What follows belongs to an exercise in optimizing a design on an open flow for small area, a short achievable clock period and few clock cycles per item; a production flow would make more cautious choices. No run shown here included a check of the RTL's function; only the layout flow was run. Power and IR drop assume default switching activity.

File: flow/run.sh
#!/bin/bash
# Standard layout, with timing repair asked to leave a larger setup margin.
export SETUP_SLACK_MARGIN=7.8
bash standard.sh > standard_run.log 2>&1
File: standard.sh
#!/bin/bash
# synth_recipe.tcl (not shown) runs the flow's synth.tcl, then flattens the netlist and writes it again
# the make line also repeats each setting of config.mk as NAME=value (left out here)
make -C /OpenROAD-flow-scripts/flow DESIGN_CONFIG=/design/flow/config.mk WORK_HOME=/design/flow/orfs CLKGATE_MAP_FILE= SYNTH_SCRIPT=/design/flow/synth_recipe.tcl "${@:-finish}"
File: config.mk
export PLATFORM = sky130hd
export DESIGN_NAME = WallaceTreeMultiplier
export DESIGN_NICKNAME = WallaceTreeMultiplier
export VERILOG_FILES = /design/flow/design.v
export SDC_FILE = /design/flow/constraint.sdc
export NUM_CORES = 4
export LEC_CHECK = 0
export CAP_MARGIN = 20
export CORE_MARGIN = 2
export CORE_UTILIZATION = 40
export SLEW_MARGIN = 20
File: constraint.sdc
create_clock -name core_clock -period 11.0 [get_ports {clk}]
set_input_delay 2.2000 -clock core_clock [delete_from_list [all_inputs] [get_ports {clk}]]
set_output_delay 2.2000 -clock core_clock [all_outputs]
set_load 0.01 [all_outputs]
File: design.v
module WallaceTreeMultiplier (
    input                   clk,
    input                   rst,
    input  logic [31:0]     a,
    input  logic [31:0]     b,
    input  logic            start,
    input  logic [1:0]      mul_type,
    output logic            done,
    output logic [63:0]     p
);
  localparam logic [2:0] IDLE = 3'd0, G0 = 3'd1, G1 = 3'd2, G2 = 3'd3, G3 = 3'd4,
                         FIN = 3'd5, DN = 3'd6;
  logic [2:0]  st;
  logic        done_q;   
  logic [32:0] A;        
  logic        corr;     
  logic [31:0] PB;       
  logic [32:0] S, C;  
  logic [7:0]  Ls, Lc;   
  logic        n3d;      
  wire sa = (mul_type == 2'b01) || (mul_type == 2'b10);
  wire sb = (mul_type == 2'b01);
  wire grp = (st == G0) || (st == G1) || (st == G2) || (st == G3);
  function automatic logic [2:0] benc(input logic x2, input logic x1, input logic x0);
    benc = {x2, (x2 & ~x1 & ~x0) | (~x2 & x1 & x0), x1 ^ x0};
  endfunction
  logic [3:0] neg;
  wire [8:0] bn = (st == IDLE) ? {b[7:0], 1'b0} : PB[15:7];
  logic [3:0] neg_l, one_l, two_l;
  always_ff @(posedge clk) begin
    for (int k = 0; k < 4; k++)
      {neg_l[k], two_l[k], one_l[k]} <= benc(bn[2*k+2], bn[2*k+1], bn[2*k]);
  end
  wire [3:0] neg_h = neg_l, one_h = one_l, two_h = two_l;
  assign neg = neg_l;
  wire [34:0] Ae = {A[32], A[32], A};
  wire [35:0] Ae2 = {Ae, 1'b0};
  wire [34:0] m0 = {({18{one_h[0]}} & Ae[34:17]) | ({18{two_h[0]}} & Ae2[34:17]),
                       ({17{one_l[0]}} & Ae[16:0]) | ({17{two_l[0]}} & Ae2[16:0])};
  wire [34:0] r0 = {~(m0[34] ^ neg_h[0]), m0[33:17] ^ {17{neg_h[0]}}, m0[16:0] ^ {17{neg_l[0]}}};
  wire [34:0] m1 = {({18{one_h[1]}} & Ae[34:17]) | ({18{two_h[1]}} & Ae2[34:17]),
                       ({17{one_l[1]}} & Ae[16:0]) | ({17{two_l[1]}} & Ae2[16:0])};
  wire [34:0] r1 = {~(m1[34] ^ neg_h[1]), m1[33:17] ^ {17{neg_h[1]}}, m1[16:0] ^ {17{neg_l[1]}}};
  wire [34:0] m2 = {({18{one_h[2]}} & Ae[34:17]) | ({18{two_h[2]}} & Ae2[34:17]),
                       ({17{one_l[2]}} & Ae[16:0]) | ({17{two_l[2]}} & Ae2[16:0])};
  wire [34:0] r2 = {~(m2[34] ^ neg_h[2]), m2[33:17] ^ {17{neg_h[2]}}, m2[16:0] ^ {17{neg_l[2]}}};
  wire [34:0] m3 = {({18{one_h[3]}} & Ae[34:17]) | ({18{two_h[3]}} & Ae2[34:17]),
                       ({17{one_l[3]}} & Ae[16:0]) | ({17{two_l[3]}} & Ae2[16:0])};
  wire [34:0] r3 = {~(m3[34] ^ neg_h[3]), m3[33:17] ^ {17{neg_h[3]}}, m3[16:0] ^ {17{neg_l[3]}}};
  logic [132:0] tfs, tfc;
  logic [9:0] ths, thc;
  assign tfs[0] = S[0] ^ C[0] ^ neg_l[0];
  assign tfc[0] = (S[0] & C[0]) | (S[0] & neg_l[0]) | (C[0] & neg_l[0]);
  assign ths[0] = S[2] ^ C[2];
  assign thc[0] = S[2] & C[2];
  assign ths[1] = S[3] ^ C[3];
  assign thc[1] = S[3] & C[3];
  assign tfs[1] = S[4] ^ C[4] ^ neg_l[2];
  assign tfc[1] = (S[4] & C[4]) | (S[4] & neg_l[2]) | (C[4] & neg_l[2]);
  assign ths[2] = r0[4] ^ r1[2];
  assign thc[2] = r0[4] & r1[2];
  assign tfs[2] = S[5] ^ C[5] ^ r0[5];
  assign tfc[2] = (S[5] & C[5]) | (S[5] & r0[5]) | (C[5] & r0[5]);
  assign ths[3] = r1[3] ^ r2[1];
  assign thc[3] = r1[3] & r2[1];
  assign tfs[3] = S[6] ^ C[6] ^ r0[6];
  assign tfc[3] = (S[6] & C[6]) | (S[6] & r0[6]) | (C[6] & r0[6]);
  assign tfs[4] = r1[4] ^ r2[2] ^ r3[0];
  assign tfc[4] = (r1[4] & r2[2]) | (r1[4] & r3[0]) | (r2[2] & r3[0]);
  assign tfs[5] = S[7] ^ C[7] ^ r0[7];
  assign tfc[5] = (S[7] & C[7]) | (S[7] & r0[7]) | (C[7] & r0[7]);
  assign tfs[6] = r1[5] ^ r2[3] ^ r3[1];
  assign tfc[6] = (r1[5] & r2[3]) | (r1[5] & r3[1]) | (r2[3] & r3[1]);
  assign tfs[7] = S[8] ^ C[8] ^ r0[8];
  assign tfc[7] = (S[8] & C[8]) | (S[8] & r0[8]) | (C[8] & r0[8]);
  assign tfs[8] = r1[6] ^ r2[4] ^ r3[2];
  assign tfc[8] = (r1[6] & r2[4]) | (r1[6] & r3[2]) | (r2[4] & r3[2]);
  assign tfs[9] = S[9] ^ C[9] ^ r0[9];
  assign tfc[9] = (S[9] & C[9]) | (S[9] & r0[9]) | (C[9] & r0[9]);
  assign tfs[10] = r1[7] ^ r2[5] ^ r3[3];
  assign tfc[10] = (r1[7] & r2[5]) | (r1[7] & r3[3]) | (r2[5] & r3[3]);
  assign tfs[11] = S[10] ^ C[10] ^ r0[10];
  assign tfc[11] = (S[10] & C[10]) | (S[10] & r0[10]) | (C[10] & r0[10]);
  assign tfs[12] = r1[8] ^ r2[6] ^ r3[4];
  assign tfc[12] = (r1[8] & r2[6]) | (r1[8] & r3[4]) | (r2[6] & r3[4]);
  assign tfs[13] = S[11] ^ C[11] ^ r0[11];
  assign tfc[13] = (S[11] & C[11]) | (S[11] & r0[11]) | (C[11] & r0[11]);
  assign tfs[14] = r1[9] ^ r2[7] ^ r3[5];
  assign tfc[14] = (r1[9] & r2[7]) | (r1[9] & r3[5]) | (r2[7] & r3[5]);
  assign tfs[15] = S[12] ^ C[12] ^ r0[12];
  assign tfc[15] = (S[12] & C[12]) | (S[12] & r0[12]) | (C[12] & r0[12]);
  assign tfs[16] = r1[10] ^ r2[8] ^ r3[6];
  assign tfc[16] = (r1[10] & r2[8]) | (r1[10] & r3[6]) | (r2[8] & r3[6]);
  assign tfs[17] = S[13] ^ C[13] ^ r0[13];
  assign tfc[17] = (S[13] & C[13]) | (S[13] & r0[13]) | (C[13] & r0[13]);
  assign tfs[18] = r1[11] ^ r2[9] ^ r3[7];
  assign tfc[18] = (r1[11] & r2[9]) | (r1[11] & r3[7]) | (r2[9] & r3[7]);
  assign tfs[19] = S[14] ^ C[14] ^ r0[14];
  assign tfc[19] = (S[14] & C[14]) | (S[14] & r0[14]) | (C[14] & r0[14]);
  assign tfs[20] = r1[12] ^ r2[10] ^ r3[8];
  assign tfc[20] = (r1[12] & r2[10]) | (r1[12] & r3[8]) | (r2[10] & r3[8]);
  assign tfs[21] = S[15] ^ C[15] ^ r0[15];
  assign tfc[21] = (S[15] & C[15]) | (S[15] & r0[15]) | (C[15] & r0[15]);
  assign tfs[22] = r1[13] ^ r2[11] ^ r3[9];
  assign tfc[22] = (r1[13] & r2[11]) | (r1[13] & r3[9]) | (r2[11] & r3[9]);
  assign tfs[23] = S[16] ^ C[16] ^ r0[16];
  assign tfc[23] = (S[16] & C[16]) | (S[16] & r0[16]) | (C[16] & r0[16]);
  assign tfs[24] = r1[14] ^ r2[12] ^ r3[10];
  assign tfc[24] = (r1[14] & r2[12]) | (r1[14] & r3[10]) | (r2[12] & r3[10]);
  assign tfs[25] = S[17] ^ C[17] ^ r0[17];
  assign tfc[25] = (S[17] & C[17]) | (S[17] & r0[17]) | (C[17] & r0[17]);
  assign tfs[26] = r1[15] ^ r2[13] ^ r3[11];
  assign tfc[26] = (r1[15] & r2[13]) | (r1[15] & r3[11]) | (r2[13] & r3[11]);
  assign tfs[27] = S[18] ^ C[18] ^ r0[18];
  assign tfc[27] = (S[18] & C[18]) | (S[18] & r0[18]) | (C[18] & r0[18]);
  assign tfs[28] = r1[16] ^ r2[14] ^ r3[12];
  assign tfc[28] = (r1[16] & r2[14]) | (r1[16] & r3[12]) | (r2[14] & r3[12]);
  assign tfs[29] = S[19] ^ C[19] ^ r0[19];
  assign tfc[29] = (S[19] & C[19]) | (S[19] & r0[19]) | (C[19] & r0[19]);
  assign tfs[30] = r1[17] ^ r2[15] ^ r3[13];
  assign tfc[30] = (r1[17] & r2[15]) | (r1[17] & r3[13]) | (r2[15] & r3[13]);
  assign tfs[31] = S[20] ^ C[20] ^ r0[20];
  assign tfc[31] = (S[20] & C[20]) | (S[20] & r0[20]) | (C[20] & r0[20]);
  assign tfs[32] = r1[18] ^ r2[16] ^ r3[14];
  assign tfc[32] = (r1[18] & r2[16]) | (r1[18] & r3[14]) | (r2[16] & r3[14]);
  assign tfs[33] = S[21] ^ C[21] ^ r0[21];
  assign tfc[33] = (S[21] & C[21]) | (S[21] & r0[21]) | (C[21] & r0[21]);
  assign tfs[34] = r1[19] ^ r2[17] ^ r3[15];
  assign tfc[34] = (r1[19] & r2[17]) | (r1[19] & r3[15]) | (r2[17] & r3[15]);
  assign tfs[35] = S[22] ^ C[22] ^ r0[22];
  assign tfc[35] = (S[22] & C[22]) | (S[22] & r0[22]) | (C[22] & r0[22]);
  assign tfs[36] = r1[20] ^ r2[18] ^ r3[16];
  assign tfc[36] = (r1[20] & r2[18]) | (r1[20] & r3[16]) | (r2[18] & r3[16]);
  assign tfs[37] = S[23] ^ C[23] ^ r0[23];
  assign tfc[37] = (S[23] & C[23]) | (S[23] & r0[23]) | (C[23] & r0[23]);
  assign tfs[38] = r1[21] ^ r2[19] ^ r3[17];
  assign tfc[38] = (r1[21] & r2[19]) | (r1[21] & r3[17]) | (r2[19] & r3[17]);
  assign tfs[39] = S[24] ^ C[24] ^ r0[24];
  assign tfc[39] = (S[24] & C[24]) | (S[24] & r0[24]) | (C[24] & r0[24]);
  assign tfs[40] = r1[22] ^ r2[20] ^ r3[18];
  assign tfc[40] = (r1[22] & r2[20]) | (r1[22] & r3[18]) | (r2[20] & r3[18]);
  assign tfs[41] = S[25] ^ C[25] ^ r0[25];
  assign tfc[41] = (S[25] & C[25]) | (S[25] & r0[25]) | (C[25] & r0[25]);
  assign tfs[42] = r1[23] ^ r2[21] ^ r3[19];
  assign tfc[42] = (r1[23] & r2[21]) | (r1[23] & r3[19]) | (r2[21] & r3[19]);
  assign tfs[43] = S[26] ^ C[26] ^ r0[26];
  assign tfc[43] = (S[26] & C[26]) | (S[26] & r0[26]) | (C[26] & r0[26]);
  assign tfs[44] = r1[24] ^ r2[22] ^ r3[20];
  assign tfc[44] = (r1[24] & r2[22]) | (r1[24] & r3[20]) | (r2[22] & r3[20]);
  assign tfs[45] = S[27] ^ C[27] ^ r0[27];
  assign tfc[45] = (S[27] & C[27]) | (S[27] & r0[27]) | (C[27] & r0[27]);
  assign tfs[46] = r1[25] ^ r2[23] ^ r3[21];
  assign tfc[46] = (r1[25] & r2[23]) | (r1[25] & r3[21]) | (r2[23] & r3[21]);
  assign tfs[47] = S[28] ^ C[28] ^ r0[28];
  assign tfc[47] = (S[28] & C[28]) | (S[28] & r0[28]) | (C[28] & r0[28]);
  assign tfs[48] = r1[26] ^ r2[24] ^ r3[22];
  assign tfc[48] = (r1[26] & r2[24]) | (r1[26] & r3[22]) | (r2[24] & r3[22]);
  assign tfs[49] = S[29] ^ C[29] ^ r0[29];
  assign tfc[49] = (S[29] & C[29]) | (S[29] & r0[29]) | (C[29] & r0[29]);
  assign tfs[50] = r1[27] ^ r2[25] ^ r3[23];
  assign tfc[50] = (r1[27] & r2[25]) | (r1[27] & r3[23]) | (r2[25] & r3[23]);
  assign tfs[51] = S[30] ^ C[30] ^ r0[30];
  assign tfc[51] = (S[30] & C[30]) | (S[30] & r0[30]) | (C[30] & r0[30]);
  assign tfs[52] = r1[28] ^ r2[26] ^ r3[24];
  assign tfc[52] = (r1[28] & r2[26]) | (r1[28] & r3[24]) | (r2[26] & r3[24]);
  assign tfs[53] = S[31] ^ C[31] ^ r0[31];
  assign tfc[53] = (S[31] & C[31]) | (S[31] & r0[31]) | (C[31] & r0[31]);
  assign tfs[54] = r1[29] ^ r2[27] ^ r3[25];
  assign tfc[54] = (r1[29] & r2[27]) | (r1[29] & r3[25]) | (r2[27] & r3[25]);
  assign tfs[55] = S[32] ^ C[32] ^ r0[32];
  assign tfc[55] = (S[32] & C[32]) | (S[32] & r0[32]) | (C[32] & r0[32]);
  assign tfs[56] = r1[30] ^ r2[28] ^ r3[26];
  assign tfc[56] = (r1[30] & r2[28]) | (r1[30] & r3[26]) | (r2[28] & r3[26]);
  assign tfs[57] = 1'b1 ^ r0[33] ^ r1[31];
  assign tfc[57] = (1'b1 & r0[33]) | (1'b1 & r1[31]) | (r0[33] & r1[31]);
  assign ths[4] = r2[29] ^ r3[27];
  assign thc[4] = r2[29] & r3[27];
  assign tfs[58] = r0[34] ^ r1[32] ^ r2[30];
  assign tfc[58] = (r0[34] & r1[32]) | (r0[34] & r2[30]) | (r1[32] & r2[30]);
  assign ths[5] = 1'b1 ^ r1[33];
  assign thc[5] = 1'b1 & r1[33];
  assign ths[6] = r0[0] ^ tfs[0];
  assign thc[6] = r0[0] & tfs[0];
  assign tfs[59] = S[1] ^ C[1] ^ tfc[0];
  assign tfc[59] = (S[1] & C[1]) | (S[1] & tfc[0]) | (C[1] & tfc[0]);
  assign tfs[60] = neg_l[1] ^ ths[0] ^ r0[2];
  assign tfc[60] = (neg_l[1] & ths[0]) | (neg_l[1] & r0[2]) | (ths[0] & r0[2]);
  assign tfs[61] = thc[0] ^ ths[1] ^ r0[3];
  assign tfc[61] = (thc[0] & ths[1]) | (thc[0] & r0[3]) | (ths[1] & r0[3]);
  assign tfs[62] = thc[1] ^ r2[0] ^ tfs[1];
  assign tfc[62] = (thc[1] & r2[0]) | (thc[1] & tfs[1]) | (r2[0] & tfs[1]);
  assign tfs[63] = tfc[1] ^ thc[2] ^ ths[3];
  assign tfc[63] = (tfc[1] & thc[2]) | (tfc[1] & ths[3]) | (thc[2] & ths[3]);
  assign tfs[64] = thc[3] ^ tfc[2] ^ tfs[3];
  assign tfc[64] = (thc[3] & tfc[2]) | (thc[3] & tfs[3]) | (tfc[2] & tfs[3]);
  assign tfs[65] = tfc[3] ^ tfc[4] ^ tfs[5];
  assign tfc[65] = (tfc[3] & tfc[4]) | (tfc[3] & tfs[5]) | (tfc[4] & tfs[5]);
  assign tfs[66] = tfc[5] ^ tfc[6] ^ tfs[7];
  assign tfc[66] = (tfc[5] & tfc[6]) | (tfc[5] & tfs[7]) | (tfc[6] & tfs[7]);
  assign tfs[67] = tfc[7] ^ tfc[8] ^ tfs[9];
  assign tfc[67] = (tfc[7] & tfc[8]) | (tfc[7] & tfs[9]) | (tfc[8] & tfs[9]);
  assign tfs[68] = tfc[9] ^ tfc[10] ^ tfs[11];
  assign tfc[68] = (tfc[9] & tfc[10]) | (tfc[9] & tfs[11]) | (tfc[10] & tfs[11]);
  assign tfs[69] = tfc[11] ^ tfc[12] ^ tfs[13];
  assign tfc[69] = (tfc[11] & tfc[12]) | (tfc[11] & tfs[13]) | (tfc[12] & tfs[13]);
  assign tfs[70] = tfc[13] ^ tfc[14] ^ tfs[15];
  assign tfc[70] = (tfc[13] & tfc[14]) | (tfc[13] & tfs[15]) | (tfc[14] & tfs[15]);
  assign tfs[71] = tfc[15] ^ tfc[16] ^ tfs[17];
  assign tfc[71] = (tfc[15] & tfc[16]) | (tfc[15] & tfs[17]) | (tfc[16] & tfs[17]);
  assign tfs[72] = tfc[17] ^ tfc[18] ^ tfs[19];
  assign tfc[72] = (tfc[17] & tfc[18]) | (tfc[17] & tfs[19]) | (tfc[18] & tfs[19]);
  assign tfs[73] = tfc[19] ^ tfc[20] ^ tfs[21];
  assign tfc[73] = (tfc[19] & tfc[20]) | (tfc[19] & tfs[21]) | (tfc[20] & tfs[21]);
  assign tfs[74] = tfc[21] ^ tfc[22] ^ tfs[23];
  assign tfc[74] = (tfc[21] & tfc[22]) | (tfc[21] & tfs[23]) | (tfc[22] & tfs[23]);
  assign tfs[75] = tfc[23] ^ tfc[24] ^ tfs[25];
  assign tfc[75] = (tfc[23] & tfc[24]) | (tfc[23] & tfs[25]) | (tfc[24] & tfs[25]);
  assign tfs[76] = tfc[25] ^ tfc[26] ^ tfs[27];
  assign tfc[76] = (tfc[25] & tfc[26]) | (tfc[25] & tfs[27]) | (tfc[26] & tfs[27]);
  assign tfs[77] = tfc[27] ^ tfc[28] ^ tfs[29];
  assign tfc[77] = (tfc[27] & tfc[28]) | (tfc[27] & tfs[29]) | (tfc[28] & tfs[29]);
  assign tfs[78] = tfc[29] ^ tfc[30] ^ tfs[31];
  assign tfc[78] = (tfc[29] & tfc[30]) | (tfc[29] & tfs[31]) | (tfc[30] & tfs[31]);
  assign tfs[79] = tfc[31] ^ tfc[32] ^ tfs[33];
  assign tfc[79] = (tfc[31] & tfc[32]) | (tfc[31] & tfs[33]) | (tfc[32] & tfs[33]);
  assign tfs[80] = tfc[33] ^ tfc[34] ^ tfs[35];
  assign tfc[80] = (tfc[33] & tfc[34]) | (tfc[33] & tfs[35]) | (tfc[34] & tfs[35]);
  assign tfs[81] = tfc[35] ^ tfc[36] ^ tfs[37];
  assign tfc[81] = (tfc[35] & tfc[36]) | (tfc[35] & tfs[37]) | (tfc[36] & tfs[37]);
  assign tfs[82] = tfc[37] ^ tfc[38] ^ tfs[39];
  assign tfc[82] = (tfc[37] & tfc[38]) | (tfc[37] & tfs[39]) | (tfc[38] & tfs[39]);
  assign tfs[83] = tfc[39] ^ tfc[40] ^ tfs[41];
  assign tfc[83] = (tfc[39] & tfc[40]) | (tfc[39] & tfs[41]) | (tfc[40] & tfs[41]);
  assign tfs[84] = tfc[41] ^ tfc[42] ^ tfs[43];
  assign tfc[84] = (tfc[41] & tfc[42]) | (tfc[41] & tfs[43]) | (tfc[42] & tfs[43]);
  assign tfs[85] = tfc[43] ^ tfc[44] ^ tfs[45];
  assign tfc[85] = (tfc[43] & tfc[44]) | (tfc[43] & tfs[45]) | (tfc[44] & tfs[45]);
  assign tfs[86] = tfc[45] ^ tfc[46] ^ tfs[47];
  assign tfc[86] = (tfc[45] & tfc[46]) | (tfc[45] & tfs[47]) | (tfc[46] & tfs[47]);
  assign tfs[87] = tfc[47] ^ tfc[48] ^ tfs[49];
  assign tfc[87] = (tfc[47] & tfc[48]) | (tfc[47] & tfs[49]) | (tfc[48] & tfs[49]);
  assign tfs[88] = tfc[49] ^ tfc[50] ^ tfs[51];
  assign tfc[88] = (tfc[49] & tfc[50]) | (tfc[49] & tfs[51]) | (tfc[50] & tfs[51]);
  assign tfs[89] = tfc[51] ^ tfc[52] ^ tfs[53];
  assign tfc[89] = (tfc[51] & tfc[52]) | (tfc[51] & tfs[53]) | (tfc[52] & tfs[53]);
  assign tfs[90] = tfc[53] ^ tfc[54] ^ tfs[55];
  assign tfc[90] = (tfc[53] & tfc[54]) | (tfc[53] & tfs[55]) | (tfc[54] & tfs[55]);
  assign tfs[91] = ths[4] ^ tfc[55] ^ tfc[56];
  assign tfc[91] = (ths[4] & tfc[55]) | (ths[4] & tfc[56]) | (tfc[55] & tfc[56]);
  assign tfs[92] = r3[28] ^ thc[4] ^ tfc[57];
  assign tfc[92] = (r3[28] & thc[4]) | (r3[28] & tfc[57]) | (thc[4] & tfc[57]);
  assign tfs[93] = r2[31] ^ r3[29] ^ ths[5];
  assign tfc[93] = (r2[31] & r3[29]) | (r2[31] & ths[5]) | (r3[29] & ths[5]);
  assign tfs[94] = r1[34] ^ r2[32] ^ r3[30];
  assign tfc[94] = (r1[34] & r2[32]) | (r1[34] & r3[30]) | (r2[32] & r3[30]);
  assign ths[7] = 1'b1 ^ r2[33];
  assign thc[7] = 1'b1 & r2[33];
  assign ths[8] = k8 ^ ths[6];
  assign thc[8] = k8 & ths[6];
  assign tfs[95] = r0[1] ^ thc[6] ^ tfs[59];
  assign tfc[95] = (r0[1] & thc[6]) | (r0[1] & tfs[59]) | (thc[6] & tfs[59]);
  assign tfs[96] = r1[0] ^ tfc[59] ^ tfs[60];
  assign tfc[96] = (r1[0] & tfc[59]) | (r1[0] & tfs[60]) | (tfc[59] & tfs[60]);
  assign tfs[97] = r1[1] ^ tfc[60] ^ tfs[61];
  assign tfc[97] = (r1[1] & tfc[60]) | (r1[1] & tfs[61]) | (tfc[60] & tfs[61]);
  assign tfs[98] = ths[2] ^ tfc[61] ^ tfs[62];
  assign tfc[98] = (ths[2] & tfc[61]) | (ths[2] & tfs[62]) | (tfc[61] & tfs[62]);
  assign tfs[99] = tfc[62] ^ tfs[2] ^ tfs[63];
  assign tfc[99] = (tfc[62] & tfs[2]) | (tfc[62] & tfs[63]) | (tfs[2] & tfs[63]);
  assign tfs[100] = tfs[4] ^ tfc[63] ^ tfs[64];
  assign tfc[100] = (tfs[4] & tfc[63]) | (tfs[4] & tfs[64]) | (tfc[63] & tfs[64]);
  assign tfs[101] = tfs[6] ^ tfc[64] ^ tfs[65];
  assign tfc[101] = (tfs[6] & tfc[64]) | (tfs[6] & tfs[65]) | (tfc[64] & tfs[65]);
  assign tfs[102] = tfs[8] ^ tfc[65] ^ tfs[66];
  assign tfc[102] = (tfs[8] & tfc[65]) | (tfs[8] & tfs[66]) | (tfc[65] & tfs[66]);
  assign tfs[103] = tfs[10] ^ tfc[66] ^ tfs[67];
  assign tfc[103] = (tfs[10] & tfc[66]) | (tfs[10] & tfs[67]) | (tfc[66] & tfs[67]);
  assign tfs[104] = tfs[12] ^ tfc[67] ^ tfs[68];
  assign tfc[104] = (tfs[12] & tfc[67]) | (tfs[12] & tfs[68]) | (tfc[67] & tfs[68]);
  assign tfs[105] = tfs[14] ^ tfc[68] ^ tfs[69];
  assign tfc[105] = (tfs[14] & tfc[68]) | (tfs[14] & tfs[69]) | (tfc[68] & tfs[69]);
  assign tfs[106] = tfs[16] ^ tfc[69] ^ tfs[70];
  assign tfc[106] = (tfs[16] & tfc[69]) | (tfs[16] & tfs[70]) | (tfc[69] & tfs[70]);
  assign tfs[107] = tfs[18] ^ tfc[70] ^ tfs[71];
  assign tfc[107] = (tfs[18] & tfc[70]) | (tfs[18] & tfs[71]) | (tfc[70] & tfs[71]);
  assign tfs[108] = tfs[20] ^ tfc[71] ^ tfs[72];
  assign tfc[108] = (tfs[20] & tfc[71]) | (tfs[20] & tfs[72]) | (tfc[71] & tfs[72]);
  assign tfs[109] = tfs[22] ^ tfc[72] ^ tfs[73];
  assign tfc[109] = (tfs[22] & tfc[72]) | (tfs[22] & tfs[73]) | (tfc[72] & tfs[73]);
  assign tfs[110] = tfs[24] ^ tfc[73] ^ tfs[74];
  assign tfc[110] = (tfs[24] & tfc[73]) | (tfs[24] & tfs[74]) | (tfc[73] & tfs[74]);
  assign tfs[111] = tfs[26] ^ tfc[74] ^ tfs[75];
  assign tfc[111] = (tfs[26] & tfc[74]) | (tfs[26] & tfs[75]) | (tfc[74] & tfs[75]);
  assign tfs[112] = tfs[28] ^ tfc[75] ^ tfs[76];
  assign tfc[112] = (tfs[28] & tfc[75]) | (tfs[28] & tfs[76]) | (tfc[75] & tfs[76]);
  assign tfs[113] = tfs[30] ^ tfc[76] ^ tfs[77];
  assign tfc[113] = (tfs[30] & tfc[76]) | (tfs[30] & tfs[77]) | (tfc[76] & tfs[77]);
  assign tfs[114] = tfs[32] ^ tfc[77] ^ tfs[78];
  assign tfc[114] = (tfs[32] & tfc[77]) | (tfs[32] & tfs[78]) | (tfc[77] & tfs[78]);
  assign tfs[115] = tfs[34] ^ tfc[78] ^ tfs[79];
  assign tfc[115] = (tfs[34] & tfc[78]) | (tfs[34] & tfs[79]) | (tfc[78] & tfs[79]);
  assign tfs[116] = tfs[36] ^ tfc[79] ^ tfs[80];
  assign tfc[116] = (tfs[36] & tfc[79]) | (tfs[36] & tfs[80]) | (tfc[79] & tfs[80]);
  assign tfs[117] = tfs[38] ^ tfc[80] ^ tfs[81];
  assign tfc[117] = (tfs[38] & tfc[80]) | (tfs[38] & tfs[81]) | (tfc[80] & tfs[81]);
  assign tfs[118] = tfs[40] ^ tfc[81] ^ tfs[82];
  assign tfc[118] = (tfs[40] & tfc[81]) | (tfs[40] & tfs[82]) | (tfc[81] & tfs[82]);
  assign tfs[119] = tfs[42] ^ tfc[82] ^ tfs[83];
  assign tfc[119] = (tfs[42] & tfc[82]) | (tfs[42] & tfs[83]) | (tfc[82] & tfs[83]);
  assign tfs[120] = tfs[44] ^ tfc[83] ^ tfs[84];
  assign tfc[120] = (tfs[44] & tfc[83]) | (tfs[44] & tfs[84]) | (tfc[83] & tfs[84]);
  assign tfs[121] = tfs[46] ^ tfc[84] ^ tfs[85];
  assign tfc[121] = (tfs[46] & tfc[84]) | (tfs[46] & tfs[85]) | (tfc[84] & tfs[85]);
  assign tfs[122] = tfs[48] ^ tfc[85] ^ tfs[86];
  assign tfc[122] = (tfs[48] & tfc[85]) | (tfs[48] & tfs[86]) | (tfc[85] & tfs[86]);
  assign tfs[123] = tfs[50] ^ tfc[86] ^ tfs[87];
  assign tfc[123] = (tfs[50] & tfc[86]) | (tfs[50] & tfs[87]) | (tfc[86] & tfs[87]);
  assign tfs[124] = tfs[52] ^ tfc[87] ^ tfs[88];
  assign tfc[124] = (tfs[52] & tfc[87]) | (tfs[52] & tfs[88]) | (tfc[87] & tfs[88]);
  assign tfs[125] = tfs[54] ^ tfc[88] ^ tfs[89];
  assign tfc[125] = (tfs[54] & tfc[88]) | (tfs[54] & tfs[89]) | (tfc[88] & tfs[89]);
  assign tfs[126] = tfs[56] ^ tfc[89] ^ tfs[90];
  assign tfc[126] = (tfs[56] & tfc[89]) | (tfs[56] & tfs[90]) | (tfc[89] & tfs[90]);
  assign tfs[127] = tfs[57] ^ tfs[91] ^ tfc[90];
  assign tfc[127] = (tfs[57] & tfs[91]) | (tfs[57] & tfc[90]) | (tfs[91] & tfc[90]);
  assign tfs[128] = tfs[58] ^ tfc[91] ^ tfs[92];
  assign tfc[128] = (tfs[58] & tfc[91]) | (tfs[58] & tfs[92]) | (tfc[91] & tfs[92]);
  assign tfs[129] = tfc[58] ^ tfs[93] ^ tfc[92];
  assign tfc[129] = (tfc[58] & tfs[93]) | (tfc[58] & tfc[92]) | (tfs[93] & tfc[92]);
  assign tfs[130] = thc[5] ^ tfs[94] ^ tfc[93];
  assign tfc[130] = (thc[5] & tfs[94]) | (thc[5] & tfc[93]) | (tfs[94] & tfc[93]);
  assign tfs[131] = r3[31] ^ ths[7] ^ tfc[94];
  assign tfc[131] = (r3[31] & ths[7]) | (r3[31] & tfc[94]) | (ths[7] & tfc[94]);
  assign tfs[132] = r2[34] ^ r3[32] ^ thc[7];
  assign tfc[132] = (r2[34] & r3[32]) | (r2[34] & thc[7]) | (r3[32] & thc[7]);
  assign ths[9] = 1'b1 ^ r3[33];
  assign thc[9] = 1'b1 & r3[33];
  wire [42:0] ts = {1'b0, 1'b1, r3[34], ths[9], tfs[132], tfs[131], tfs[130], tfc[128], tfc[127], tfc[126], tfc[125], tfc[124], tfc[123], tfc[122], tfc[121], tfc[120], tfc[119], tfc[118], tfc[117], tfc[116], tfc[115], tfc[114], tfc[113], tfc[112], tfc[111], tfc[110], tfc[109], tfc[108], tfc[107], tfc[106], tfc[105], tfc[104], tfc[103], tfc[102], tfc[101], tfc[100], tfc[99], tfc[98], tfc[97], tfc[96], tfc[95], thc[8], ths[8]};
  wire [42:0] tc = {1'b0, 1'b0, thc[9], tfc[132], tfc[131], tfc[130], tfc[129], tfs[129], tfs[128], tfs[127], tfs[126], tfs[125], tfs[124], tfs[123], tfs[122], tfs[121], tfs[120], tfs[119], tfs[118], tfs[117], tfs[116], tfs[115], tfs[114], tfs[113], tfs[112], tfs[111], tfs[110], tfs[109], tfs[108], tfs[107], tfs[106], tfs[105], tfs[104], tfs[103], tfs[102], tfs[101], tfs[100], tfs[99], tfs[98], tfs[97], tfs[96], tfs[95], lo_c8};
  wire x6 = Ls[6] ^ Lc[6] ^ n3d;
  wire k7 = (Ls[6] & Lc[6]) | (Ls[6] & n3d) | (Lc[6] & n3d);
  wire x7 = Ls[7] ^ Lc[7] ^ k7;
  wire k8 = (Ls[7] & Lc[7]) | (Ls[7] & k7) | (Lc[7] & k7);
  wire [31:0] ca = corr ? A[31:0] : 32'd0;
  wire [31:0] fu = S[31:0] ^ C[31:0] ^ ca;
  wire [31:0] fv = (S[31:0] & C[31:0]) | (S[31:0] & ca) | (C[31:0] & ca);
  wire [39:0] ax = {fu, x7, x6, Ls[5:0]};
  wire [39:0] ay = {fv[30:0], k8, 2'b00, Lc[5:0]};
  logic [39:0] ad_s;
  logic ad_co;
  logic [40:0] ad_c;   
  always_comb begin
    logic [40:0] g, p;
    g = {ax & ay, 1'b0};
    p = {ax ^ ay, 1'b0};
    begin
      logic [40:0] g0, p0;
      g0 = g; p0 = p;
      g[1] = g0[1] | (p0[1] & g0[0]); p[1] = p0[1] & p0[0];
      g[3] = g0[3] | (p0[3] & g0[2]); p[3] = p0[3] & p0[2];
      g[5] = g0[5] | (p0[5] & g0[4]); p[5] = p0[5] & p0[4];
      g[7] = g0[7] | (p0[7] & g0[6]); p[7] = p0[7] & p0[6];
      g[9] = g0[9] | (p0[9] & g0[8]); p[9] = p0[9] & p0[8];
      g[11] = g0[11] | (p0[11] & g0[10]); p[11] = p0[11] & p0[10];
      g[13] = g0[13] | (p0[13] & g0[12]); p[13] = p0[13] & p0[12];
      g[15] = g0[15] | (p0[15] & g0[14]); p[15] = p0[15] & p0[14];
      g[17] = g0[17] | (p0[17] & g0[16]); p[17] = p0[17] & p0[16];
      g[19] = g0[19] | (p0[19] & g0[18]); p[19] = p0[19] & p0[18];
      g[21] = g0[21] | (p0[21] & g0[20]); p[21] = p0[21] & p0[20];
      g[23] = g0[23] | (p0[23] & g0[22]); p[23] = p0[23] & p0[22];
      g[25] = g0[25] | (p0[25] & g0[24]); p[25] = p0[25] & p0[24];
      g[27] = g0[27] | (p0[27] & g0[26]); p[27] = p0[27] & p0[26];
      g[29] = g0[29] | (p0[29] & g0[28]); p[29] = p0[29] & p0[28];
      g[31] = g0[31] | (p0[31] & g0[30]); p[31] = p0[31] & p0[30];
      g[33] = g0[33] | (p0[33] & g0[32]); p[33] = p0[33] & p0[32];
      g[35] = g0[35] | (p0[35] & g0[34]); p[35] = p0[35] & p0[34];
      g[37] = g0[37] | (p0[37] & g0[36]); p[37] = p0[37] & p0[36];
      g[39] = g0[39] | (p0[39] & g0[38]); p[39] = p0[39] & p0[38];
    end
    begin
      logic [40:0] g0, p0;
      g0 = g; p0 = p;
      g[2] = g0[2] | (p0[2] & g0[1]); p[2] = p0[2] & p0[1];
      g[3] = g0[3] | (p0[3] & g0[1]); p[3] = p0[3] & p0[1];
      g[6] = g0[6] | (p0[6] & g0[5]); p[6] = p0[6] & p0[5];
      g[7] = g0[7] | (p0[7] & g0[5]); p[7] = p0[7] & p0[5];
      g[10] = g0[10] | (p0[10] & g0[9]); p[10] = p0[10] & p0[9];
      g[11] = g0[11] | (p0[11] & g0[9]); p[11] = p0[11] & p0[9];
      g[14] = g0[14] | (p0[14] & g0[13]); p[14] = p0[14] & p0[13];
      g[15] = g0[15] | (p0[15] & g0[13]); p[15] = p0[15] & p0[13];
      g[18] = g0[18] | (p0[18] & g0[17]); p[18] = p0[18] & p0[17];
      g[19] = g0[19] | (p0[19] & g0[17]); p[19] = p0[19] & p0[17];
      g[22] = g0[22] | (p0[22] & g0[21]); p[22] = p0[22] & p0[21];
      g[23] = g0[23] | (p0[23] & g0[21]); p[23] = p0[23] & p0[21];
      g[26] = g0[26] | (p0[26] & g0[25]); p[26] = p0[26] & p0[25];
      g[27] = g0[27] | (p0[27] & g0[25]); p[27] = p0[27] & p0[25];
      g[30] = g0[30] | (p0[30] & g0[29]); p[30] = p0[30] & p0[29];
      g[31] = g0[31] | (p0[31] & g0[29]); p[31] = p0[31] & p0[29];
      g[34] = g0[34] | (p0[34] & g0[33]); p[34] = p0[34] & p0[33];
      g[35] = g0[35] | (p0[35] & g0[33]); p[35] = p0[35] & p0[33];
      g[38] = g0[38] | (p0[38] & g0[37]); p[38] = p0[38] & p0[37];
      g[39] = g0[39] | (p0[39] & g0[37]); p[39] = p0[39] & p0[37];
    end
    begin
      logic [40:0] g0, p0;
      g0 = g; p0 = p;
      g[4] = g0[4] | (p0[4] & g0[3]); p[4] = p0[4] & p0[3];
      g[5] = g0[5] | (p0[5] & g0[3]); p[5] = p0[5] & p0[3];
      g[6] = g0[6] | (p0[6] & g0[3]); p[6] = p0[6] & p0[3];
      g[7] = g0[7] | (p0[7] & g0[3]); p[7] = p0[7] & p0[3];
      g[12] = g0[12] | (p0[12] & g0[11]); p[12] = p0[12] & p0[11];
      g[13] = g0[13] | (p0[13] & g0[11]); p[13] = p0[13] & p0[11];
      g[14] = g0[14] | (p0[14] & g0[11]); p[14] = p0[14] & p0[11];
      g[15] = g0[15] | (p0[15] & g0[11]); p[15] = p0[15] & p0[11];
      g[20] = g0[20] | (p0[20] & g0[19]); p[20] = p0[20] & p0[19];
      g[21] = g0[21] | (p0[21] & g0[19]); p[21] = p0[21] & p0[19];
      g[22] = g0[22] | (p0[22] & g0[19]); p[22] = p0[22] & p0[19];
      g[23] = g0[23] | (p0[23] & g0[19]); p[23] = p0[23] & p0[19];
      g[28] = g0[28] | (p0[28] & g0[27]); p[28] = p0[28] & p0[27];
      g[29] = g0[29] | (p0[29] & g0[27]); p[29] = p0[29] & p0[27];
      g[30] = g0[30] | (p0[30] & g0[27]); p[30] = p0[30] & p0[27];
      g[31] = g0[31] | (p0[31] & g0[27]); p[31] = p0[31] & p0[27];
      g[36] = g0[36] | (p0[36] & g0[35]); p[36] = p0[36] & p0[35];
      g[37] = g0[37] | (p0[37] & g0[35]); p[37] = p0[37] & p0[35];
      g[38] = g0[38] | (p0[38] & g0[35]); p[38] = p0[38] & p0[35];
      g[39] = g0[39] | (p0[39] & g0[35]); p[39] = p0[39] & p0[35];
    end
    begin
      logic [40:0] g0, p0;
      g0 = g; p0 = p;
      g[8] = g0[8] | (p0[8] & g0[7]); p[8] = p0[8] & p0[7];
      g[9] = g0[9] | (p0[9] & g0[7]); p[9] = p0[9] & p0[7];
      g[10] = g0[10] | (p0[10] & g0[7]); p[10] = p0[10] & p0[7];
      g[11] = g0[11] | (p0[11] & g0[7]); p[11] = p0[11] & p0[7];
      g[12] = g0[12] | (p0[12] & g0[7]); p[12] = p0[12] & p0[7];
      g[13] = g0[13] | (p0[13] & g0[7]); p[13] = p0[13] & p0[7];
      g[14] = g0[14] | (p0[14] & g0[7]); p[14] = p0[14] & p0[7];
      g[15] = g0[15] | (p0[15] & g0[7]); p[15] = p0[15] & p0[7];
      g[24] = g0[24] | (p0[24] & g0[23]); p[24] = p0[24] & p0[23];
      g[25] = g0[25] | (p0[25] & g0[23]); p[25] = p0[25] & p0[23];
      g[26] = g0[26] | (p0[26] & g0[23]); p[26] = p0[26] & p0[23];
      g[27] = g0[27] | (p0[27] & g0[23]); p[27] = p0[27] & p0[23];
      g[28] = g0[28] | (p0[28] & g0[23]); p[28] = p0[28] & p0[23];
      g[29] = g0[29] | (p0[29] & g0[23]); p[29] = p0[29] & p0[23];
      g[30] = g0[30] | (p0[30] & g0[23]); p[30] = p0[30] & p0[23];
      g[31] = g0[31] | (p0[31] & g0[23]); p[31] = p0[31] & p0[23];
      g[40] = g0[40] | (p0[40] & g0[39]); p[40] = p0[40] & p0[39];
    end
    begin
      logic [40:0] g0, p0;
      g0 = g; p0 = p;
      g[16] = g0[16] | (p0[16] & g0[15]); p[16] = p0[16] & p0[15];
      g[17] = g0[17] | (p0[17] & g0[15]); p[17] = p0[17] & p0[15];
      g[18] = g0[18] | (p0[18] & g0[15]); p[18] = p0[18] & p0[15];
      g[19] = g0[19] | (p0[19] & g0[15]); p[19] = p0[19] & p0[15];
      g[20] = g0[20] | (p0[20] & g0[15]); p[20] = p0[20] & p0[15];
      g[21] = g0[21] | (p0[21] & g0[15]); p[21] = p0[21] & p0[15];
      g[22] = g0[22] | (p0[22] & g0[15]); p[22] = p0[22] & p0[15];
      g[23] = g0[23] | (p0[23] & g0[15]); p[23] = p0[23] & p0[15];
      g[24] = g0[24] | (p0[24] & g0[15]); p[24] = p0[24] & p0[15];
      g[25] = g0[25] | (p0[25] & g0[15]); p[25] = p0[25] & p0[15];
      g[26] = g0[26] | (p0[26] & g0[15]); p[26] = p0[26] & p0[15];
      g[27] = g0[27] | (p0[27] & g0[15]); p[27] = p0[27] & p0[15];
      g[28] = g0[28] | (p0[28] & g0[15]); p[28] = p0[28] & p0[15];
      g[29] = g0[29] | (p0[29] & g0[15]); p[29] = p0[29] & p0[15];
      g[30] = g0[30] | (p0[30] & g0[15]); p[30] = p0[30] & p0[15];
      g[31] = g0[31] | (p0[31] & g0[15]); p[31] = p0[31] & p0[15];
    end
    begin
      logic [40:0] g0, p0;
      g0 = g; p0 = p;
      g[32] = g0[32] | (p0[32] & g0[31]); p[32] = p0[32] & p0[31];
      g[33] = g0[33] | (p0[33] & g0[31]); p[33] = p0[33] & p0[31];
      g[34] = g0[34] | (p0[34] & g0[31]); p[34] = p0[34] & p0[31];
      g[35] = g0[35] | (p0[35] & g0[31]); p[35] = p0[35] & p0[31];
      g[36] = g0[36] | (p0[36] & g0[31]); p[36] = p0[36] & p0[31];
      g[37] = g0[37] | (p0[37] & g0[31]); p[37] = p0[37] & p0[31];
      g[38] = g0[38] | (p0[38] & g0[31]); p[38] = p0[38] & p0[31];
      g[39] = g0[39] | (p0[39] & g0[31]); p[39] = p0[39] & p0[31];
      g[40] = g0[40] | (p0[40] & g0[31]); p[40] = p0[40] & p0[31];
    end
    ad_s = (ax ^ ay) ^ g[39:0];
    ad_co = g[40];
    ad_c = g;
  end
  wire [7:0] lo = ad_s[7:0];
  wire lo_c8 = ad_c[8];
  wire [31:0] phi = ad_s[39:8];
  wire zop = (A == 33'd0) || (PB == 32'd0);
  always_ff @(posedge clk) begin
    if (rst) begin
      st <= IDLE;
      done_q <= 1'b0;
    end
    else begin
      done_q <= (st == FIN) || (st == G0 && zop) || (st == DN && start);
      case (st)
        IDLE: if (start) st <= G0;
        G0: st <= zop ? DN : G1;
        G1: st <= G2;
        G2: st <= G3;
        G3: st <= FIN;
        FIN: st <= DN;
        DN: if (!start) st <= IDLE;
        default: st <= IDLE;
      endcase
    end
  end
  wire zclr = (st == G0) && zop;
  always_ff @(posedge clk) begin
    A <= {sa & a[31], a};
    corr <= ~sb & b[31];
    C <= grp ? tc[40:8] : 33'd1 << 32;
    Ls <= grp ? ts[7:0] : 8'd0;
    Lc <= grp ? tc[7:0] : 8'd0;
    n3d <= grp ? neg[3] : 1'b0;
    if (st == IDLE) PB <= b;
    else if (zclr) PB <= '0;
    else if (grp || st == FIN) PB <= {lo, PB[31:8]};
    if (zclr) S <= '0;
    else if (st == IDLE) S <= 33'd1 << 32;
    else if (grp) S <= ts[40:8];
    else if (st == FIN) S[31:0] <= phi;
  end
  assign done = done_q;
  assign p = {S[31:0], PB};
endmodule
==> results.txt, run 1 <==
outcome no timing/DRC/antenna violations; Worst Path Buf+Inv 4; WP data arrival 4.08 ns; cell chain of the critical path and2_1, fa_1, ha_1, nand2_1, nor2_1, a221o_1, a21oi_4, buf_6, buf_6, buf_6, buf_6, o21bai_4, a31oi_4, nor4b_1, or3_1; Slew Limit Fails 0; Synth top area share 24.56%; Post-Synth XOR/XNOR Area 10.94%; Buffers on Ports 133; min-delay worst type reg2reg; register bit total from synthesis 165; delay-heaviest family, CP simple AND/OR/NAND/NOR gates; ys flop type dfxtp_1; Starting Density 40.74%; Synth Area in Adders 29.13%; GR Util All Layers 23.18%; CP Launch Type register; largest family of logic cells by synthesized area adder cells; global-route wire length before repair 63.33 mm; Compound-Gate Fraction of Synth Area 15.54%; endpoints failing setup 0; clock sink count 165; DRT iter0 DRCs 728; detailed-route DRC error count 0; Vias/cell 5.381; Worst-path clk slew 0.06 ns; max_slew headroom 52.90%; vias in the first global route 10.89k; die span in x 189.0 um; CTS Buf Count 17; RSZ-0062 raised after global routing true; mapped cell area 13690 sq um; mux contribution to synthesized area 0.8223%; fin crit share 34.02%; PnR Total Power 0.005169 W; minimum clock period 3.742 ns; Avg Cell Area, Syn 10.02 sq um; Netlist cell types 56; CP max stage cell dfxtp_1; cell area after layout 16640 sq um; largest net degree at the start of global routing 69; DIE AREA 35730 sq um; Die Span Y 189.0 um; layout cells sized above 1 20.39%; Total Nets Final 1765; P_leak 6.937 nW; WS Path Type reg2reg; Layout area overhead 21.48%; Syn Nets 1654; number of antenna violations at the first check in global routing 0; gr ovfl total 0; number of synthesized flops with an enable pin 32; TritonCTS clock tree yes; Max Root-Sink Buffers 2; sequential area share after synthesis 26.46%; fin cells 1940; first-pass detailed-route iteration total 6; worst vdd ir 0.1502 mV; DP Area 15160 sq um; PD cells 310.7 nW/um^2; clock skew 0.01307 ns; Worst Max-Slew Pin Slew 0.7065 ns; antenna viol nets, final 0; Yosys top cell by area fa_1; CP endpoint kind register; Slowest Stage Delay on Critical Path 0.70 ns; IO Pins 134; core footprint 33620 sq um; clock root buffer clkbuf_16; wire per inst 20.84 um; crit-path most repeated cell buf_6; detailed-route via count 10.44k; Syn Inst Count 1367; CTS Hold Bufs 0; H-tree depth 4; Final Hold Viols 0; cell count after placement 1825; worst skew pair latency 0.46 ns; HPWL Detailed 27.66 mm; top-count cell post-synth fa_1; synth warn 1; Max Cap Viol 0; ys async rst share 0%; FMAX 267.3 MHz; Fill cells 3062; Fin Setup TNS 0 ns; worst-path fanout max 10; CP required 11.34 ns; GP Congestion 0.8574; Synth top cells by count fa_1, xnor2_1, a22oi_1; simple-gate share of the synthesized area 8.661%; largest cells by area after synthesis fa_1, dfxtp_1, xnor2_1, a22oi_1, edfxtp_1; Std-Cell Rows 67; final wirelength 40.42 mm
flip-flops by register name (all words and copies together), names as in the netlist:
name and flops:
Ls 8, S 33, Lc 8, st 3, done_q 1, n3d 1, one_l 4, PB 32
corr 1, two_l 4, A 33, neg_l 4, C 33
logic make-up after synthesis:
kind of cell	count (synthesis)
xor+xnor	171
mux	11
flops	165
buf+inv	276
compound gates	299
fa+ha+maj	218
simple gates	227
path summary, 6_finish.rpt:
check | startpoint | end | slack (ns) | cells past startpoint
setup / recovery | A[11] | S[21] | 7.26 | 15
hold / removal | S[22] | S[22] | 0.54 | 2
setup reg to reg | A[11] | S[21] | 7.26 | 15
hold reg to reg | S[22] | S[22] | 0.54 | 2
worst reg2reg max path, stage by stage (launching register included):
cell and delay (ns):
dfxtp_1 0.70, and2_1 0.24, fa_1 0.42, ha_1 0.38, nand2_1 0.07, nor2_1 0.23
a221o_1 0.25, a21oi_4 0.07, buf_6 0.14, buf_6 0.10, buf_6 0.10, buf_6 0.12
o21bai_4 0.17, a31oi_4 0.12, nor4b_1 0.17, or3_1 0.35
layout by cell type (no fill, tap or decap), types with 8 or more instances in the layout:
cell	count
and2_1	58
clkdlybuf4s50_1	68
edfxtp_1	32
dfxtp_1	82
ha_4	8
nand2_1	59
nor2b_1	11
buf_2	49
dfxtp_2	17
a22oi_1	142
ha_1	41
nor2_1	35
a21o_1	10
mux2i_1	9
fa_1	165
dfxtp_4	34
a21oi_1	26
nor3_1	9
buf_4	82
buf_6	31
inv_1	127
clkbuf_16	18
xor2_1	24
o21ai_0	39
nor4_1	18
xnor2_1	145
a22o_1	27
final cells by class:
| class | instances | area (sq um) | share of cell area, % |
|---|---|---|---|
| repair buffers | 236 | 1971 | 11.85 |
| diodes | 1 | 2.502 | 0.01504 |
| inverters | 132 | 495.5 | 2.978 |
| clock buffers | 19 | 454.2 | 2.730 |
| multi-input cells | 926 | 9238 | 55.53 |
| flip-flops and latches | 165 | 3772 | 22.68 |
| well taps | 448 | 560.5 | 3.369 |
| clock inverters | 13 | 142.6 | 0.8574 |
power by group:
part           total, W  internal (W)  switching [W]
Sequential     0.000949      0.000811       0.000138
Combinational   0.00359       0.00168        0.00191
Clock          0.000632      0.000350       0.000282
layer usage:
metal / up-vias / part of all wire [%] / global-route usage (%)
li1: 4770 / - / -
met1: 5356 / 44 / 31.24
met2: 264 / 49 / 38.52
met3: 50 / 4.2 / 3.429
met4: 0 / 2.2 / 7.151
met5: - / 0 / 0
repair_timing:
item	in CTS	in global routing
resized for setup	389	30
setup buffers	67	15
endpoints found under the setup margin	92	76
pin swaps	24	19
hold endpoints to repair	0	0
metrics by stage:
stage / hold slack [ns] / utilization, % / worst slack [ns]
5_1_grt: 0.5653 / 49.48 / 7.117
3_3_place_gp: 0.5685 / 45.10 / 6.628
2_1_floorplan: 0.4824 / - / 7.612
4_1_cts: 0.5431 / 48.77 / 7.250
3_5_place_dp: 0.5522 / 45.10 / 6.554
6_report: 0.5403 / 49.49 / 7.258
==> inputs of run 2 (changes only) <==
--- a/config.mk
+++ b/config.mk
@@ -6,6 +6,6 @@
 export NUM_CORES = 4
 export LEC_CHECK = 0
-export CAP_MARGIN = 20
+export CAP_MARGIN = 0
 export CORE_MARGIN = 2
-export CORE_UTILIZATION = 40
-export SLEW_MARGIN = 20
+export CORE_UTILIZATION = 55
+export SLEW_MARGIN = 0
==> run 2 against run 1 <==
  * Still clean on timing, DRC and antenna
  * Register-to-register slack worse by 0.13 ns
  * Clock power is 2% higher
  * Clock-buffer cell count is 2 lower
  * Hold slack better by 0.018 ns
  * Critical path depth is 1 higher
  * Global-route usage is 8.0 points higher
  * Maximum frequency is 3.4% lower
  * Sequential cell count stayed put
  * Critical endpoint is now S[31]
  * Largest cell class unchanged
  * Largest power group unchanged
==> results.txt, run 2 <==
detailed-route via count 10.57k (+1.2%); Syn Inst Count 1367 (unchanged); top-count cell post-synth fa_1; vias in the first global route 11.01k (+1.2%); antenna viol nets, final 0 (unchanged); ys async rst share 0% (unchanged); final hold slack 0.5587 ns (+0.01836 ns); Layout area overhead 22.15%; FMAX 258.1 MHz (-3.4%); CP required 11.31 ns (-0.03 ns); ys flop type dfxtp_1; Netlist cell types 56 (unchanged); synth warn 1 (unchanged); detailed-route DRC error count 0 (unchanged); WS Path Type reg2reg; Synth top cells by count fa_1, xnor2_1, a22oi_1; gr ovfl total 0 (unchanged); Slew Limit Fails 0 (unchanged); final wirelength 39.42 mm (-2.5%); WP data arrival 4.18 ns (+0.10 ns); simple-gate share of the synthesized area 8.661% (unchanged); number of antenna violations at the first check in global routing 3 (+3); Syn Nets 1654 (unchanged); Total Nets Final 1791 (+1.5%); Avg Cell Area, Syn 10.02 sq um (unchanged); Buffers on Ports 133 (unchanged); Final Hold Viols 0 (unchanged); layout cells sized above 1 22.08% (+1.7 points); largest cells by area after synthesis fa_1, dfxtp_1, xnor2_1, a22oi_1, edfxtp_1; fin crit share 35.22% (+1.2 points); min-delay worst type reg2reg; H-tree depth 4 (unchanged); CP Launch Type register; CP endpoint kind register; Die Span Y 161.8 um (-14%); crit-path most repeated cell buf_4; Synth top area share 24.56% (unchanged); sequential area share after synthesis 26.46% (unchanged); Fin Setup TNS 0 ns (unchanged); Compound-Gate Fraction of Synth Area 15.54% (unchanged); minimum clock period 3.874 ns (+0.1322 ns); Core Util, Final 68.58% (+19 points); RSZ-0062 raised after global routing true; P_leak 7.099 nW (+2.3%); Worst Max-Slew Pin Slew 0.7883 ns (+0.08185 ns); commonest non-fill, non-tap cell in the layout fa_1; clock root buffer clkbuf_16; DIE AREA 26180 sq um (-27%); commonest cells after routing, fill and taps aside fa_1, xnor2_1, a22oi_1, inv_1, buf_4; cell chain of the critical path buf_8, buf_4, nand2_2, fa_1, inv_2, ha_4, and4_4, nand4_1, a211oi_4, a21oi_4, o41a_1, buf_4, buf_6, o31a_1, o21ai_1, o311ai_2; Worst-path clk slew 0.08 ns (+0.02 ns); flop2flop setup slack 7.13 ns (-0.13 ns); endpoints failing setup 0 (unchanged); GP Congestion 0.8735 (+1.9%); clock sink count 165 (unchanged); largest family of logic cells by synthesized area adder cells; Max Cap Viol 0 (unchanged); core footprint 24390 sq um (-27%); clock skew 0.02091 ns (+0.007841 ns); mux contribution to synthesized area 0.8223% (unchanged); wire per inst 21.39 um (+2.6%); Slowest Stage Delay on Critical Path 0.50 ns (-0.20 ns); PD cells 311.9 nW/um^2 (+0.37%); HPWL Detailed 26.91 mm (-2.7%); delay-heaviest family, CP compound AO/OA/AOI/OAI gates; Std-Cell Rows 57 (-15%); Vias/cell 5.735 (+6.6%); worst vdd ir 0.1543 mV (+2.7%); outcome no timing/DRC/antenna violations; GR Util All Layers 31.13% (+8.0 points); DRT iter0 DRCs 785 (+7.8%); first-pass detailed-route iteration total 5 (-1); IO Pins 134 (unchanged); register bit total from synthesis 165 (unchanged); Yosys top cell by area fa_1; global-route wire length before repair 62.31 mm (-1.6%); Top Registers A x33, C x33, S x33; CP max stage cell fa_1; max_slew headroom 47.25% (-5.7 points); CTS Buf Count 17 (unchanged); number of synthesized flops with an enable pin 32 (unchanged); Synth Area in Adders 29.13% (unchanged); worst-path fanout max 5 (-5); Post-Synth XOR/XNOR Area 10.94% (unchanged); TritonCTS clock tree yes; die span in x 161.8 um (-14%); mapped cell area 13690 sq um (unchanged); worst skew pair latency 0.46 ns (about the same); largest net degree at the start of global routing 69 (unchanged); Starting Density 56.15% (+15 points); Max Root-Sink Buffers 2 (unchanged); Worst Path Buf+Inv 5 (+1)
-- run 2: cell type report --
cell class                      count  area, sq um
Inverter                          132        495.5
Antenna cell                        2        5.005
Fill cell                        1920         7664
Multi-Input combinational cell    926         9265
Clock inverter                     15        178.9
Timing Repair Buffer              262         2188
Clock buffer                       17        425.4
Sequential cell                   165         3764
Tap cell                          324        405.4
-- run 2: where the power goes --
part / switching [W] / total [W] / internal (W) / leakage, nW
clock network: 0.000329 / 0.000642 / 0.000313 / 0.298
registers: 0.000156 / 0.000965 / 0.000809 / 1.48
logic: 0.00191 / 0.00361 / 0.00170 / 5.32
total: 0.00240 / 0.00522 / 0.00282 / 7.10
-- run 2: final timing paths --
path | endpoint | cells after the start | start
min reg2reg | S[15] | 2 | S[15]
max | S[31] | 16 | corr
min | S[15] | 2 | S[15]
max reg2reg | S[31] | 16 | corr
-- run 2: what timing repair did --
| item | 4_1_cts | 5_1_grt |
|---|---|---|
| endpoints found under the setup margin | 95 | 74 |
| gates resized for setup | 386 | 51 |
| gates cloned | 0 | 0 |
| buffers inserted | 84 | 23 |
| pin swaps | 17 | 30 |
| hold buffers | 0 | 0 |
-- run 2: worst reg2reg max path, stage by stage, from the launching register on --
cell,delay [ns]
dfxtp_4,0.38
buf_8,0.12
buf_4,0.11
nand2_2,0.04
fa_1,0.50
inv_2,0.05
ha_4,0.27
and4_4,0.21
nand4_1,0.22
a211oi_4,0.38
a21oi_4,0.14
o41a_1,0.40
buf_4,0.17
buf_6,0.12
o31a_1,0.31
o21ai_1,0.19
o311ai_2,0.11
-- run 2: metrics by stage --
| step | total power (W) | instance area (sq um) | worst slack, ns | std cells |
|---|---|---|---|---|
| 2_1_floorplan | 0.003264 | 13790 | 7.612 | 1367 |
| 3_3_place_gp | 0.004267 | 15020 | 6.896 | 1702 |
| 3_5_place_dp | 0.004319 | 15020 | 6.864 | 1702 |
| 4_1_cts | 0.005116 | 16340 | 7.161 | 1818 |
| 5_1_grt | 0.005717 | 16730 | 6.930 | 1843 |
| 6_report | 0.005217 | 16730 | 7.126 | 1843 |
-- run 2: cell families after synthesis --
kind of cell | after synthesis
xor gates and xnor gates | 171
buffers and inverters | 276
muxes | 11
AOI/OAI and AO/OA | 299
DFF | 165
and+or+nand+nor | 227
adders and majority gates | 218
-- run 2: per-layer routing --
layer	GRT usage [%]	share of wire [%]	up-vias
li1	-	-	4825
met1	41.74	42	5321
met2	49.98	48	346
met3	7.533	6.5	77
met4	10.30	2.9	0
met5	0	0	-

afterwards: timing with drivers on the ports:
No port has a modelled driver above. Below, the same layouts with a new extraction and two added sets of constraints.
Step 1: set_driving_cell puts a clkbuf_16 on clk and a buf_2 on each other input, an assumption about the parent block.
Step 2 adds t to the input delays and takes it off the output delays; t is the mean of the earliest and latest rising clock arrival at the registers after step 1. Input paths then give back, and output paths get back, about the clock's delay inside the block.
a / b / c = ideal ports / drivers / drivers and shift; a / b = the first two.
run	t, ns	slack for setup (ns)	worst hold slack (ns)	slew at the worst register clock pin (ns)
run 1	0.506	7.258 / 7.258 / 7.258	0.540 / 0.540 / 0.540	0.07 / 0.07
run 2	0.496	7.126 / 7.126 / 7.126	0.559 / 0.559 / 0.559	0.09 / 0.09
After both steps every run listed still meets setup and hold.
